This design comes from an exercise in tuning for small area on the open sky130 flow, not from production work. Only the layout flow was run in this run; the RTL was not checked for function there.

===== flow/run.sh =====
#!/bin/bash
# synth_recipe.tcl (not shown) runs the flow's synth.tcl, then flattens the netlist and writes it again
# the make line also repeats each setting of config.mk as NAME=value (left out here)
make -C /OpenROAD-flow-scripts/flow DESIGN_CONFIG=/design/flow/config.mk WORK_HOME=/design/flow/orfs CLKGATE_MAP_FILE= SYNTH_SCRIPT=/design/flow/synth_recipe.tcl finish

===== flow/config.mk =====
export PLATFORM = sky130hd
export DESIGN_NAME = defog_top
export DESIGN_NICKNAME = defog_top
export VERILOG_FILES = /design/flow/design.v
export SDC_FILE = /design/flow/constraint.sdc
export NUM_CORES = 4
export LEC_CHECK = 0
export CAP_MARGIN = 20
export CORE_MARGIN = 2
export CORE_UTILIZATION = 40
export PLACE_DENSITY = 0.6
export SLEW_MARGIN = 20

===== flow/constraint.sdc =====
create_clock -name core_clock -period 6.734 [get_ports {clk}]
set_input_delay 1.3468 -clock core_clock [delete_from_list [all_inputs] [get_ports {clk}]]
set_output_delay 1.3468 -clock core_clock [all_outputs]
set_load 0.01 [all_outputs]

===== flow/design.v =====
module dark_channel(
	input	clk,
	input	nrst,
	input	[7:0]	r,
	input	[7:0]	g,
	input	[7:0]	b,
	input	hsync,
	input	vsync,
	input	en,
	input frame_done_flag,
	output	[7:0]	dark,
	output	o_hsync,
	output	o_vsync,
	output	o_en,
	output reg[7:0] max_of_dark
);
reg	[7:0]	r_r,g_r,b_r;
always@(posedge clk or negedge nrst)begin
	if(!nrst)begin
		r_r	<=	8'd0;
		g_r	<=	8'd0;
		b_r	<=	8'd0;
	end
	else begin
		r_r	<=	r;
		g_r	<=	g;
		b_r	<=	b;
	end
end
reg	[7:0]	min_rg;
always@(posedge clk or negedge nrst)begin
	if(!nrst)
		min_rg	<=	8'd0;
	else begin
		min_rg	<=	(r <= g)	?	r:g;
	end
end
reg [7:0]	min_rgb;
always@(posedge clk or negedge nrst)begin
	if(!nrst)
		min_rgb	<=	8'd0;
	else
		min_rgb	<=	(min_rg	<=	b_r)	?	min_rg: b_r;
end
assign dark = min_rgb;
reg hsync_r,vsync_r,en_r,hsync_rr,vsync_rr,en_rr;
always@(posedge clk or negedge nrst)begin
	if(!nrst)begin
		hsync_r	<=	1'b0;
		vsync_r	<=	1'b0;
		en_r	<=	1'b0;
		hsync_rr	<=	1'b0;
		vsync_rr	<=	1'b0;
		en_rr	<=	1'b0;
	end
	else begin
		hsync_r	<=	hsync;
		vsync_r	<=	vsync;
		en_r	<=	en;
		hsync_rr	<=	hsync_r;
		vsync_rr	<=	vsync_r;
		en_rr	<=	en_r;
	end
end
assign o_hsync	=	hsync_rr;
assign o_vsync	=	vsync_rr;
assign o_en	=	en_rr;
always@(posedge clk or negedge nrst)begin
  if(!nrst)
    max_of_dark <=  8'd0;
  else if(frame_done_flag == 1'b1)
    max_of_dark <=  8'd0;
  else if(max_of_dark < min_rgb)
    max_of_dark <=  min_rgb;
  else
    max_of_dark <=  max_of_dark;
end
endmodule
module image_absorbance(
	input	clk,
	input	nrst,
	input	hsync,
	input	vsync,
	input	en,
	input	[7:0]	in_data,
	output	o_hsync,
	output	o_vsync,
	output	o_en,
	output	[7:0]	out_data
);
localparam [15:0]	defog_factor = 16'd167;    
localparam [15:0]	global_average_factor = 16'd26;
reg	[15:0]	t1,t2;
always@(posedge clk or negedge nrst)begin
	if(!nrst)begin
		t1	<=	16'd0;
		t2	<=	16'd0;
	end
	else begin
		t1	<=	16'd255 - ((defog_factor * in_data )>> 8);
		t2	<=	global_average_factor; 
	end
end
assign out_data	=	(t1 >= t2)	?	t1[7:0]:t2[7:0] ;
reg hsync_r,vsync_r,en_r;
always@(posedge clk or negedge nrst)begin
	if(!nrst)begin
		hsync_r	<=	1'b0;
		vsync_r	<=	1'b0;
		en_r	<=	1'b0;
	end
	else begin
		hsync_r	<=	hsync;
		vsync_r	<=	vsync;
		en_r	<=	en;
	end
end
assign o_hsync	=	hsync_r;
assign o_vsync	=	vsync_r;
assign o_en		=	en_r;
endmodule
module divider_for_defog(
	input	[7:0]	t2,
	input	[11:0]	dividend,
	input	clk,
	input	nrst,
	output	[7:0]	quotient
);
reg	[8:0]	step1,step2,step3,step4,step5,step6,step7,step8;
reg	[7:0]	results1,results2,results3,results4,results5,results6,results7,results8;
reg	[7:0]	t2_r1,t2_r2,t2_r3,t2_r4,t2_r5,t2_r6,t2_r7,t2_r8;
always@(posedge clk or negedge nrst)begin
	if(!nrst)	begin
		step1	<=	8'd0;
		results1	<=	8'd0;
		t2_r1	<=	8'd0;
	end
	else if(t2	>=	8'd128)begin
		step1	<=	(dividend[11:4]	>=	t2)	?	(dividend[11:4]	-	t2)	:	dividend[11:4];
		results1	<=	(dividend[11:4]	>=	t2)	?	1'b1	:	1'b0;
		t2_r1	<=	t2;
	end
	else if(t2	>=	8'd64)begin
		step1	<=	(dividend[11:5]	>=	t2)	?	(dividend[11:5]	-	t2)	:	dividend[11:5];
		results1	<=	(dividend[11:5]	>=	t2)	?	1'b1	:	1'b0;
		t2_r1	<=	t2;
	end
	else if(t2	>=	8'd32)begin
		step1	<=	(dividend[11:6]	>=	t2)	?	(dividend[11:6]	-	t2)	:	dividend[11:6];
		results1	<=	(dividend[11:6]	>=	t2)	?	1'b1	:	1'b0;
		t2_r1	<=	t2;		
	end
	else begin
		step1	<=	(dividend[11:7]	>=	t2)	?	(dividend[11:7]	-	t2)	:	dividend[11:7];
		results1	<=	(dividend[11:7]	>=	t2)	?	1'b1	:	1'b0;
		t2_r1	<=	t2;		
	end
end
always@(posedge clk or negedge nrst)begin
	if(!nrst)	begin
		step2	<=	8'd0;
		results2	<=	8'd0;
		t2_r2	<=	8'd0;
	end
	else if(t2_r1	>=	8'd128)begin
		step2	<=	({step1,dividend[3]}	>=	t2_r1)	?	({step1,dividend[3]}	-	t2_r1)	:	{step1,dividend[3]};
		results2	<=	({step1,dividend[3]}	>=	t2_r1)	?	(results1 << 1)+1'b1	:	(results1 << 1)+1'b0;
		t2_r2	<=	t2_r1;
	end
	else if(t2_r1	>=	8'd64)begin
		step2	<=	({step1,dividend[4]}	>=	t2_r1)	?	({step1,dividend[4]}	-	t2_r1)	:	{step1,dividend[4]};
		results2	<=	({step1,dividend[4]}	>=	t2_r1)	?	(results1 << 1)+1'b1	:	(results1 << 1)+1'b0;
		t2_r2	<=	t2_r1;
	end
	else if(t2_r1	>=	8'd32)begin
		step2	<=	({step1,dividend[5]}	>=	t2_r1)	?	({step1,dividend[5]}	-	t2_r1)	:	{step1,dividend[5]};
		results2	<=	({step1,dividend[5]}	>=	t2_r1)	?	(results1 << 1)+1'b1	:	(results1 << 1)+1'b0;
		t2_r2	<=	t2_r1;	
	end
	else begin
		step2	<=	({step1,dividend[6]}	>=	t2_r1)	?	({step1,dividend[6]}	-	t2_r1)	:	{step1,dividend[6]};
		results2	<=	({step1,dividend[6]}	>=	t2_r1)	?	(results1 << 1)+1'b1	:	(results1 << 1)+1'b0;
		t2_r2	<=	t2_r1;	
	end
end
always@(posedge clk or negedge nrst)begin
	if(!nrst)	begin
		step3	<=	8'd0;
		results3	<=	8'd0;
		t2_r3	<=	8'd0;
	end
	else if(t2_r2	>=	8'd128)begin
		step3	<=	({step2,dividend[2]}	>=	t2_r2)	?	({step2,dividend[2]}	-	t2_r2)	:	{step2,dividend[2]};
		results3	<=	({step2,dividend[2]}	>=	t2_r2)	?	(results2 << 1)+1'b1	:	(results2 << 1)+1'b0;
		t2_r3	<=	t2_r2;
	end
	else if(t2_r2	>=	8'd64)begin
		step3	<=	({step2,dividend[3]}	>=	t2_r2)	?	({step2,dividend[3]}	-	t2_r2)	:	{step2,dividend[3]};
		results3	<=	({step2,dividend[3]}	>=	t2_r2)	?	(results2 << 1)+1'b1	:	(results2 << 1)+1'b0;
		t2_r3	<=	t2_r2;
	end
	else if(t2_r2	>=	8'd32)begin
		step3	<=	({step2,dividend[4]}	>=	t2_r2)	?	({step2,dividend[4]}	-	t2_r2)	:	{step2,dividend[4]};
		results3	<=	({step2,dividend[4]}	>=	t2_r2)	?	(results2 << 1)+1'b1	:	(results2 << 1)+1'b0;
		t2_r3	<=	t2_r2;
	end
	else begin
		step3	<=	({step2,dividend[5]}	>=	t2_r2)	?	({step2,dividend[5]}	-	t2_r2)	:	{step2,dividend[5]};
		results3	<=	({step2,dividend[5]}	>=	t2_r2)	?	(results2 << 1)+1'b1	:	(results2 << 1)+1'b0;
		t2_r3	<=	t2_r2;
	end
end
always@(posedge clk or negedge nrst)begin
	if(!nrst)	begin
		step4	<=	8'd0;
		results4	<=	8'd0;
		t2_r4	<=	8'd0;
	end
	else if(t2_r3	>=	8'd128)begin
		step4	<=	({step3,dividend[1]}	>=	t2_r3)	?	({step3,dividend[1]}	-	t2_r3)	:	{step3,dividend[1]};
		results4	<=	({step3,dividend[1]}	>=	t2_r3)	?	(results3 << 1)+1'b1	:	(results3 << 1)+1'b0;
		t2_r4	<=	t2_r3;
	end
	else if(t2_r3	>=	8'd64)begin
		step4	<=	({step3,dividend[2]}	>=	t2_r3)	?	({step3,dividend[2]}	-	t2_r3)	:	{step3,dividend[2]};
		results4	<=	({step3,dividend[2]}	>=	t2_r3)	?	(results3 << 1)+1'b1	:	(results3 << 1)+1'b0;
		t2_r4	<=	t2_r3;
	end
	else if(t2_r3	>=	8'd32)begin
		step4	<=	({step3,dividend[3]}	>=	t2_r3)	?	({step3,dividend[3]}	-	t2_r3)	:	{step3,dividend[3]};
		results4	<=	({step3,dividend[3]}	>=	t2_r3)	?	(results3 << 1)+1'b1	:	(results3 << 1)+1'b0;
		t2_r4	<=	t2_r3;
	end
	else begin
		step4	<=	({step3,dividend[4]}	>=	t2_r3)	?	({step3,dividend[4]}	-	t2_r3)	:	{step3,dividend[4]};
		results4	<=	({step3,dividend[4]}	>=	t2_r3)	?	(results3 << 1)+1'b1	:	(results3 << 1)+1'b0;
		t2_r4	<=	t2_r3;
	end
end
always@(posedge clk or negedge nrst)begin
	if(!nrst)	begin
		step5	<=	8'd0;
		results5	<=	8'd0;
		t2_r5	<=	8'd0;
	end
	else if(t2_r4	>=	8'd128)begin
		step5	<=	({step4,dividend[0]}	>=	t2_r4)	?	({step4,dividend[0]}	-	t2_r4)	:	{step4,dividend[0]};
		results5	<=	({step4,dividend[0]}	>=	t2_r4)	?	(results4 << 1)+1'b1	:	(results4 << 1)+1'b0;
		t2_r5	<=	t2_r4;
	end
	else if(t2_r4	>=	8'd64)begin
		step5	<=	({step4,dividend[1]}	>=	t2_r4)	?	({step4,dividend[1]}	-	t2_r4)	:	{step4,dividend[1]};
		results5	<=	({step4,dividend[1]}	>=	t2_r4)	?	(results4 << 1)+1'b1	:	(results4 << 1)+1'b0;
		t2_r5	<=	t2_r4;
	end
	else if(t2_r4	>=	8'd32)begin
		step5	<=	({step4,dividend[2]}	>=	t2_r4)	?	({step4,dividend[2]}	-	t2_r4)	:	{step4,dividend[2]};
		results5	<=	({step4,dividend[2]}	>=	t2_r4)	?	(results4 << 1)+1'b1	:	(results4 << 1)+1'b0;
		t2_r5	<=	t2_r4;
	end
	else begin
		step5	<=	({step4,dividend[3]}	>=	t2_r4)	?	({step4,dividend[3]}	-	t2_r4)	:	{step4,dividend[3]};
		results5	<=	({step4,dividend[3]}	>=	t2_r4)	?	(results4 << 1)+1'b1	:	(results4 << 1)+1'b0;
		t2_r5	<=	t2_r4;
	end
end
always@(posedge clk or negedge nrst)begin
	if(!nrst)	begin
		step6	<=	8'd0;
		results6	<=	8'd0;
		t2_r6	<=	8'd0;
	end
	else if(t2_r5	>=	8'd128)begin
		step6	<=	9'd0;
		results6	<=	results5;
		t2_r6	<=	t2_r5;
	end
	else if(t2_r5	>=	8'd64)begin
		step6	<=	({step5,dividend[0]}	>=	t2_r5)	?	({step5,dividend[0]}	-	t2_r5)	:	{step5,dividend[0]};
		results6	<=	({step5,dividend[0]}	>=	t2_r5)	?	(results5 << 1)+1'b1	:	(results5 << 1)+1'b0;
		t2_r6	<=	t2_r5;
	end
	else if(t2_r5	>=	8'd32)begin
		step6	<=	({step5,dividend[1]}	>=	t2_r5)	?	({step5,dividend[1]}	-	t2_r5)	:	{step5,dividend[1]};
		results6	<=	({step5,dividend[1]}	>=	t2_r5)	?	(results5 << 1)+1'b1	:	(results5 << 1)+1'b0;
		t2_r6	<=	t2_r5;
	end
	else begin
		step6	<=	({step5,dividend[2]}	>=	t2_r5)	?	({step5,dividend[2]}	-	t2_r5)	:	{step5,dividend[2]};
		results6	<=	({step5,dividend[2]}	>=	t2_r5)	?	(results5 << 1)+1'b1	:	(results5 << 1)+1'b0;
		t2_r6	<=	t2_r5;
	end
end
always@(posedge clk or negedge nrst)begin
	if(!nrst)	begin
		step7	<=	8'd0;
		results7	<=	8'd0;
		t2_r7	<=	8'd0;
	end
	else if(t2_r6	>=	8'd128)begin
		step7	<=	9'd0;
		results7	<=	results6;
		t2_r7	<=	t2_r6;
	end
	else if(t2_r6	>=	8'd64)begin
		step7	<=	9'd0;
		results7	<=	results6;
		t2_r7	<=	t2_r6;
	end
	else if(t2_r6	>=	8'd32)begin
		step7	<=	({step6,dividend[0]}	>=	t2_r6)	?	({step6,dividend[0]}	-	t2_r6)	:	{step6,dividend[0]};
		results7	<=	({step6,dividend[0]}	>=	t2_r6)	?	(results6 << 1)+1'b1	:	(results6 << 1)+1'b0;
		t2_r7	<=	t2_r6;
	end
	else begin
		step7	<=	({step6,dividend[1]}	>=	t2_r6)	?	({step6,dividend[1]}	-	t2_r6)	:	{step6,dividend[1]};
		results7	<=	({step6,dividend[1]}	>=	t2_r6)	?	(results6 << 1)+1'b1	:	(results6 << 1)+1'b0;
		t2_r7	<=	t2_r6;
	end
end
always@(posedge clk or negedge nrst)begin
	if(!nrst)	begin
		step8	<=	8'd0;
		results8	<=	8'd0;
		t2_r8	<=	8'd0;
	end
	else if(t2_r7	>=	8'd128)begin
		step8	<=	9'd0;
		results8	<=	results7;
		t2_r8	<=	t2_r7;
	end
	else if(t2_r7	>=	8'd64)begin
		step8	<=	9'd0;
		results8	<=	results7;
		t2_r8	<=	t2_r7;
	end
	else if(t2_r7	>=	8'd32)begin
		step8	<=	9'd0;
		results8	<=	results7;
		t2_r8	<=	t2_r7;
	end
	else begin
		step8	<=	({step7,dividend[0]}	>=	t2_r7)	?	({step7,dividend[0]}	-	t2_r7)	:	{step7,dividend[0]};
		results8	<=	({step7,dividend[0]}	>=	t2_r7)	?	(results7 << 1)+1'b1	:	(results7 << 1)+1'b0;
		t2_r8	<=	t2_r7;
	end
end
assign	quotient	=	results8;
endmodule
module	defogged_image(
	input	clk,
	input	nrst,
	input	hsync,
	input	vsync,
	input	en,
	input	[7:0]	r,
	input	[7:0]	g,	
	input	[7:0]	b,
	input	[7:0]	t2,
	input	[7:0]	max_of_dark,
	output	[7:0]	defogged_r,
	output	[7:0]	defogged_g,
	output	[7:0]	defogged_b,
	output	o_hsync,
	output	o_vsync,
	output	o_en
);
wire [7:0]  quotient;
divider_for_defog u4(
	.t2(t2),
	.dividend(12'd4080),
	.clk(clk),
	.nrst(nrst),
	.quotient(quotient)
);
reg [7:0] r_r1,r_r2,r_r3,r_r4,r_r5,r_r6,r_r7,r_r8;
reg [7:0] g_r1,g_r2,g_r3,g_r4,g_r5,g_r6,g_r7,g_r8;
reg [7:0] b_r1,b_r2,b_r3,b_r4,b_r5,b_r6,b_r7,b_r8;
always@(posedge clk or negedge nrst)begin
  if(!nrst)begin
    r_r1  <=  8'd0;
    r_r2  <=  8'd0;
    r_r3  <=  8'd0;
    r_r4  <=  8'd0;
    r_r5  <=  8'd0;
    r_r6  <=  8'd0;
    r_r7  <=  8'd0;
    r_r8  <=  8'd0;
    g_r1  <=  8'd0;
    g_r2  <=  8'd0;
    g_r3  <=  8'd0;
    g_r4  <=  8'd0;
    g_r5  <=  8'd0;
    g_r6  <=  8'd0;
    g_r7  <=  8'd0;
    g_r8  <=  8'd0;
    b_r1  <=  8'd0;
    b_r2  <=  8'd0;
    b_r3  <=  8'd0;
    b_r4  <=  8'd0;
    b_r5  <=  8'd0;
    b_r6  <=  8'd0;
    b_r7  <=  8'd0;
    b_r8  <=  8'd0;
  end
  else begin
    r_r1  <=  r;
    r_r2  <=  r_r1;
    r_r3  <=  r_r2;
    r_r4  <=  r_r3;
    r_r5  <=  r_r4;
    r_r6  <=  r_r5;
    r_r7  <=  r_r6;
    r_r8  <=  r_r7;
    g_r1  <=  g;
    g_r2  <=  g_r1;
    g_r3  <=  g_r2;
    g_r4  <=  g_r3;
    g_r5  <=  g_r4;
    g_r6  <=  g_r5;
    g_r7  <=  g_r6;
    g_r8  <=  g_r7;   
    b_r1  <=  b;
    b_r2  <=  b_r1;
    b_r3  <=  b_r2;
    b_r4  <=  b_r3;
    b_r5  <=  b_r4;
    b_r6  <=  b_r5;
    b_r7  <=  b_r6;
    b_r8  <=  b_r7;
  end
end       
reg	[15:0]	out_r,out_g,out_b;
always@(posedge clk or negedge nrst)begin     
	if(!nrst)begin
		out_r	<=	16'd0;
		out_g	<=	16'd0;
		out_b	<=	16'd0;
	end
	else begin
		out_r	<=	((max_of_dark - r_r8) * quotient);
		out_g	<=	((max_of_dark - g_r8) * quotient);
		out_b	<=	((max_of_dark - b_r8) * quotient);
	end
end
assign defogged_r	=	({4'h0,max_of_dark} >= out_r[15:4]) ? (max_of_dark - out_r[11:4]) : 8'd0;
assign defogged_g	=	({4'h0,max_of_dark} >= out_g[15:4]) ? (max_of_dark - out_g[11:4]) : 8'd0;
assign defogged_b	=	({4'h0,max_of_dark} >= out_b[15:4]) ? (max_of_dark - out_b[11:4]) : 8'd0;
reg hsync_r0,vsync_r0,en_r0,hsync_r1,vsync_r1,en_r1,hsync_r2,vsync_r2,en_r2,hsync_r3,vsync_r3,en_r3;
reg hsync_r4,vsync_r4,en_r4,hsync_r5,vsync_r5,en_r5,hsync_r6,vsync_r6,en_r6,hsync_r7,vsync_r7,en_r7;
reg hsync_r8,vsync_r8,en_r8;
always@(posedge clk or negedge nrst)begin
	if(!nrst)begin
		hsync_r0	<=	1'b0;
		vsync_r0	<=	1'b0;
		en_r0	<=	1'b0;
		hsync_r1	<=	1'b0;
		vsync_r1	<=	1'b0;
		en_r1	<=	1'b0;
		hsync_r2	<=	1'b0;
		vsync_r2	<=	1'b0;
		en_r2	<=	1'b0;
		hsync_r3	<=	1'b0;
		vsync_r3	<=	1'b0;
		en_r3	<=	1'b0;
		hsync_r4	<=	1'b0;
		vsync_r4	<=	1'b0;
		en_r4	<=	1'b0;
		hsync_r5	<=	1'b0;
		vsync_r5	<=	1'b0;
		en_r5	<=	1'b0;
		hsync_r6	<=	1'b0;
		vsync_r6	<=	1'b0;
		en_r6	<=	1'b0;
		hsync_r7	<=	1'b0;
		vsync_r7	<=	1'b0;
		en_r7	<=	1'b0;
		hsync_r8	<=	1'b0;
		vsync_r8	<=	1'b0;
		en_r8	<=	1'b0;		
	end
	else begin
		hsync_r0	<=	hsync;
		vsync_r0	<=	vsync;
		en_r0	<=	en;
		hsync_r1	<=	hsync_r0;
		vsync_r1	<=	vsync_r0;
		en_r1	<=	en_r0;
		hsync_r2	<=	hsync_r1;
		vsync_r2	<=	vsync_r1;
		en_r2	<=	en_r1;
		hsync_r3	<=	hsync_r2;
		vsync_r3	<=	vsync_r2;
		en_r3	<=	en_r2;
		hsync_r4	<=	hsync_r3;
		vsync_r4	<=	vsync_r3;
		en_r4	<=	en_r3;
		hsync_r5	<=	hsync_r4;
		vsync_r5	<=	vsync_r4;
		en_r5	<=	en_r4;
		hsync_r6	<=	hsync_r5;
		vsync_r6	<=	vsync_r5;
		en_r6	<=	en_r5;
		hsync_r7	<=	hsync_r6;
		vsync_r7	<=	vsync_r6;
		en_r7	<=	en_r6;
		hsync_r8	<=	hsync_r7;
		vsync_r8	<=	vsync_r7;
		en_r8	<=	en_r7;				
	end
end
assign	o_hsync	=	hsync_r8;
assign	o_vsync	=	vsync_r8;
assign	o_en	=	en_r8;
endmodule
module rgb_buffer(
	input	clk,
	input	nrst,
	input	[7:0]	r,
	input	[7:0]	g,
	input	[7:0]	b,
	output	[7:0]	r_out,
	output	[7:0]	g_out,
	output	[7:0]	b_out
);
reg [7:0] r_d1,r_d2,r_d3;
reg [7:0] g_d1,g_d2,g_d3;
reg [7:0] b_d1,b_d2,b_d3;
always@(posedge clk or negedge nrst)begin
	if(!nrst)begin
		r_d1 <= 8'd0; r_d2 <= 8'd0; r_d3 <= 8'd0;
		g_d1 <= 8'd0; g_d2 <= 8'd0; g_d3 <= 8'd0;
		b_d1 <= 8'd0; b_d2 <= 8'd0; b_d3 <= 8'd0;
	end
	else begin
		r_d1 <= r; r_d2 <= r_d1; r_d3 <= r_d2;
		g_d1 <= g; g_d2 <= g_d1; g_d3 <= g_d2;
		b_d1 <= b; b_d2 <= b_d1; b_d3 <= b_d2;
	end
end
assign r_out = r_d3;
assign g_out = g_d3;
assign b_out = b_d3;
endmodule
module defog_top(
	input	clk,
	input	nrst,
	input	[7:0]	r,
	input	[7:0]	g,
	input	[7:0]	b,
	input	hsync,
	input	vsync,
	input	en,
	input	frame_done_flag,
	input	[7:0]	atmos,
	output	[7:0]	defogged_r,
	output	[7:0]	defogged_g,
	output	[7:0]	defogged_b,
	output	o_hsync,
	output	o_vsync,
	output	o_en,
	output	[7:0]	max_of_dark
);
wire [7:0] dark_value;
wire d_hsync,d_vsync,d_en;
dark_channel u0(
	.clk(clk),
	.nrst(nrst),
	.r(r),
	.g(g),
	.b(b),
	.hsync(hsync),
	.vsync(vsync),
	.en(en),
	.frame_done_flag(frame_done_flag),
	.dark(dark_value),
	.o_hsync(d_hsync),
	.o_vsync(d_vsync),
	.o_en(d_en),
	.max_of_dark(max_of_dark)
);
wire a_hsync,a_vsync,a_en;
wire [7:0] aimg;
image_absorbance u1(
	.clk(clk),
	.nrst(nrst),
	.hsync(d_hsync),
	.vsync(d_vsync),
	.en(d_en),
	.in_data(dark_value),
	.o_hsync(a_hsync),
	.o_vsync(a_vsync),
	.o_en(a_en),
	.out_data(aimg)
);
wire [7:0] r_delayed,g_delayed,b_delayed;
rgb_buffer u2(
	.clk(clk),
	.nrst(nrst),
	.r(r),
	.g(g),
	.b(b),
	.r_out(r_delayed),
	.g_out(g_delayed),
	.b_out(b_delayed)
);
defogged_image u3(
	.clk(clk),
	.nrst(nrst),
	.hsync(a_hsync),
	.vsync(a_vsync),
	.en(a_en),
	.r(r_delayed),
	.g(g_delayed),
	.b(b_delayed),
	.t2(aimg),
	.max_of_dark(atmos),
	.defogged_r(defogged_r),
	.defogged_g(defogged_g),
	.defogged_b(defogged_b),
	.o_hsync(o_hsync),
	.o_vsync(o_vsync),
	.o_en(o_en)
);
endmodule

==> flow_summary_export.csv <==
group,metric,value,unit
run_status,run_status,"timing/DRC/antenna clean",
synthesis,async_reset_ff_share,100,%
routing,detail_route.vias_per_cell,4.85,
die,io_pins,73,
clock_tree,clk_path_buf_depth,3,
sta,final-hold-violation-count,0,
global_route,grt_pass1_vias,20800,
critical_path,cp-start-kind,"input pin",
place,replace_congestion,0.876,
clock_tree,clkSlewWorstSetupHoldPaths,0.07,ns
layout,regArea,13100,um^2
layout,area_delta_synth_final,18.4,%
critical_path,crit_path_end_kind,"flip-flop",
place,place.port_buffers,72,
sta,period_share,95.0,%
global_route,global_route.overflow_total,0,
synthesis,postSynthCellCount,2692,
global_route,grt_first_pass_wirelength,103000,um
layout,insertedDiodeCount,0,
die,floorplan.die_area,77100,um^2
synthesis,post_synth_edffs,0,
sta,setup_violations,0,
layout,num-nets-final,3454,
routing,antenna_viol_nets_final,0,
synthesis,synthTopCellsByArea,"dfrtp_1 44%, fa_1 13%, ha_1 10%",
layout,post_route_cells_drive_above_1_share,13.1,%
sta,finalClockSkew,0.0767,ns
layout,multi_input_area,15200,um^2
synthesis,synth_top_area_share,43.8,%
synthesis,synthesis.nets,3170,
die,die_w,278,um
layout,layout.cells.most_common,"dfrtp_1",
critical_path,worstPathMaxFanout,6,
clock_tree,clock_tree_root_driver_cell,"clkbuf_16",
die,rows,100,
layout,layout.cell_area.non_filler,35500,um^2
synthesis,yosys_warnings,5,
routing,detailroute.via_count,19400,
synthesis,synth_area,29900,um^2
sta,max_slew.worst_pin.slew,1.05,ns
sta,layout_min_cycle_time,6.40,ns
clock_tree,number_of_buffers_added_by_the_clock_tree_synthesis_step,56,
global_route,grt_antenna_before_repair,0,
global_route,groute.usage.overall,16.1,%
sta,timing.max_slew.rel_slack,30.0,%
routing,dr.pass1.iters,6,
synthesis,synth_seq_cells,524,
routing,detail_route.iter0.violations,937,
sta,whs,0.340,ns
die,initial_cell_density_of_the_core,40.3,%
die,die_h,278,um
global_route,pin_count_of_the_biggest_net_entering_global_routing,184,
routing,routed_wirelength,60300,um
die,core-area,74300,um^2
synthesis,ys_dominant_reg_cell,"dfrtp_1",
critical_path,setup_crit_path_kind,"input pin to flip-flop",
routing,detail_route.wl_per_cell,15.1,um
layout,layout_common_cells,"524 x dfrtp_1, 425 x inv_1, 239 x ha_1",
place,place_hpwl,45500,um
sta,final_max_slew_viol_count,0,
critical_path,worstPathArrival,6.87,ns
synthesis,yosys_cell_types,78,
synthesis,synthDominantAreaCellType,"dfrtp_1",
sta,highest_clock_rate,0.156,GHz
sta,rsz0062_at_grt,"false",
clock_tree,clock_latency,0.63,ns
layout,layout.filler_cells,6696,
clock_tree,clkSinkCount,524,
critical_path,cp.required,7.21,ns
clock_tree,cts_tree,"done",
hold_path,class_of_the_tightest_hold_or_removal_check,"flip-flop to flip-flop",
synthesis,syn-mean-instance-area,11.1,um^2
synthesis,yosysSeqAreaShare,43.8,%
run,max-cap-violations,0,
routing,drc_errors,0,
place,detailed_place.area,33300,um^2
clock_tree,maximum_level_of_the_cts_h_tree,2,
==> metal layers <==
metal	vias to the layer above	global-route usage, %	part of all wire (%)
met5	-	0	0
met4	0	4.24	2.3
met3	97	2.40	3.2
met2	298	28.3	50
met1	9611	20.8	45
li1	9367	-	-
==> cell families (layout without fill, tap and decap cells) <==
| family | count (synthesis) | in the layout | share of synthesized area, % |
|---|---|---|---|
| compound gates | 410 | 410 | 9.18 |
| xor+xnor | 123 | 123 | 3.60 |
| fa+ha+maj | 440 | 440 | 23.3 |
| buf+inv | 475 | 806 | 5.98 |
| flops | 524 | 524 | 43.8 |
| mux | 73 | 73 | 2.62 |
| other cells | 1 | 1 | 0.0125 |
| simple gates | 646 | 646 | 11.5 |
==> cells in the mapped netlist (4+ instances only) <==
library cell / number
inv_1: 427
a31oi_1: 8
nor4_1: 6
o41ai_1: 4
nor3_1: 43
a211oi_1: 12
o22ai_1: 6
and2_1: 97
mux2i_1: 31
or2_2: 7
o2111ai_1: 5
mux2_2: 42
nand2b_1: 67
o211ai_1: 13
nand4b_1: 4
a311o_1: 4
o221ai_1: 8
nand3_1: 29
nor2b_1: 70
clkbuf_1: 44
o21ai_1: 7
nand4_1: 18
o21ai_0: 94
a21boi_0: 12
a22oi_1: 4
xnor2_1: 85
o21bai_1: 10
o21a_1: 30
a21oi_1: 106
o31ai_1: 8
o31a_1: 4
or3_1: 17
nand2_1: 147
dfrtp_1: 524
and3_1: 16
nor3b_1: 14
nor2_1: 90
xor2_1: 38
nor4b_1: 4
ha_1: 243
a21o_1: 36
fa_1: 197
or3b_2: 5
==> critical path: stages <==
cell	delay, ns
clkbuf_2	0.14
buf_6	0.16
buf_4	0.17
fa_2	0.40
a21o_1	0.21
a221o_1	0.38
o41ai_4	0.36
buf_4	0.18
buf_4	0.12
and2_1	0.17
inv_1	0.08
fa_1	0.58
fa_1	0.45
fa_1	0.50
fa_1	0.56
inv_1	0.04
ha_1	0.21
or4_1	0.47
o22ai_1	0.20
xnor2_1	0.14
==> final timing paths <==
kind | from | to | slack [ns] | cells after the start
max in group asynchronous | nrst | u3.u4.step7[2] | 4.36 | 2
min | u3.r_r6[1] | u3.r_r7[1] | 0.34 | 0
min in group asynchronous | nrst | u0.min_rg[1] | 0.78 | 1
min reg2reg | u3.r_r6[1] | u3.r_r7[1] | 0.34 | 0
max | atmos[1] | u3.out_g[15] | 0.34 | 20
max reg2reg | u3.r_r8[1] | u3.out_r[12] | 0.88 | 21
==> stage by stage <==
| step | TNS (ns) | std cells | setup slack, ns | util [%] |
|---|---|---|---|---|
| detailed placement | -11.67 | 3882 | -0.747 | 44.7 |
| global placement | -9.62 | 3882 | -0.595 | 44.7 |
| global route | 0 | 3992 | 0.112 | 47.7 |
| finish | 0 | 3992 | 0.339 | 47.7 |
| floorplan | -0.0380 | 2692 | -0.0380 | - |
| CTS | 0 | 3987 | 0.0136 | 47.5 |
==> state kept, by name, indices dropped and copies added (netlist names), 9 cells and up <==
| name | count |
|---|---|
| u3.u4.step3 | 9 |
| u3.out_b | 12 |
| u3.u4.step4 | 9 |
| u3.u4.step2 | 9 |
| u3.u4.step7 | 9 |
| u3.u4.step5 | 9 |
| u3.u4.step1 | 9 |
| u3.out_r | 12 |
| u3.out_g | 12 |
| u3.u4.step6 | 9 |
==> repair_timing <==
| action | in CTS | in global routing |
|---|---|---|
| endpoints found under the setup margin | 5 | 17 |
| hold buffers | 0 | 0 |
| buffers inserted | 0 | 5 |
| gates resized for setup | 2 | 44 |
| pin swaps | 0 | 11 |
==> final cells by class <==
| class | instances | area share (%) |
|---|---|---|
| clock buffer | 77 | 4.46 |
| clock inverter | 28 | 1.24 |
| inverter | 427 | 4.53 |
| timing repair buffer | 274 | 6.44 |
| multi-input combinational | 1693 | 42.9 |
| sequential | 524 | 37.0 |
| tap | 969 | 3.42 |

## separate check: timing with driven ports
No port has a modelled driver above. Below, the same layout with a new extraction and two added sets of constraints.
Step 1 (the two cells are an assumption about what drives the block):
set clk [get_ports {clk}]
set_driving_cell -lib_cell sky130_fd_sc_hd__clkbuf_16 $clk
set_driving_cell -lib_cell sky130_fd_sc_hd__buf_2 [delete_from_list [all_inputs] $clk]
Step 2 also shifts input and output timing later by t, the mid clock arrival at the registers, as if the neighbouring blocks saw the same clock.
Slacks: ideal / step 1 / step 2; pairs: ideal / step 1.
t, ns: 0.654
slack for setup (ns): 0.339 / 0.370 / -0.285
hold slack, ns: 0.340 / 0.340 / 0.340
Met with ideal ports but missed after step 2: setup timing in this run. For this run, drivers alone change the setup slack by +0.031 ns; drivers and shift together by -0.624 ns.
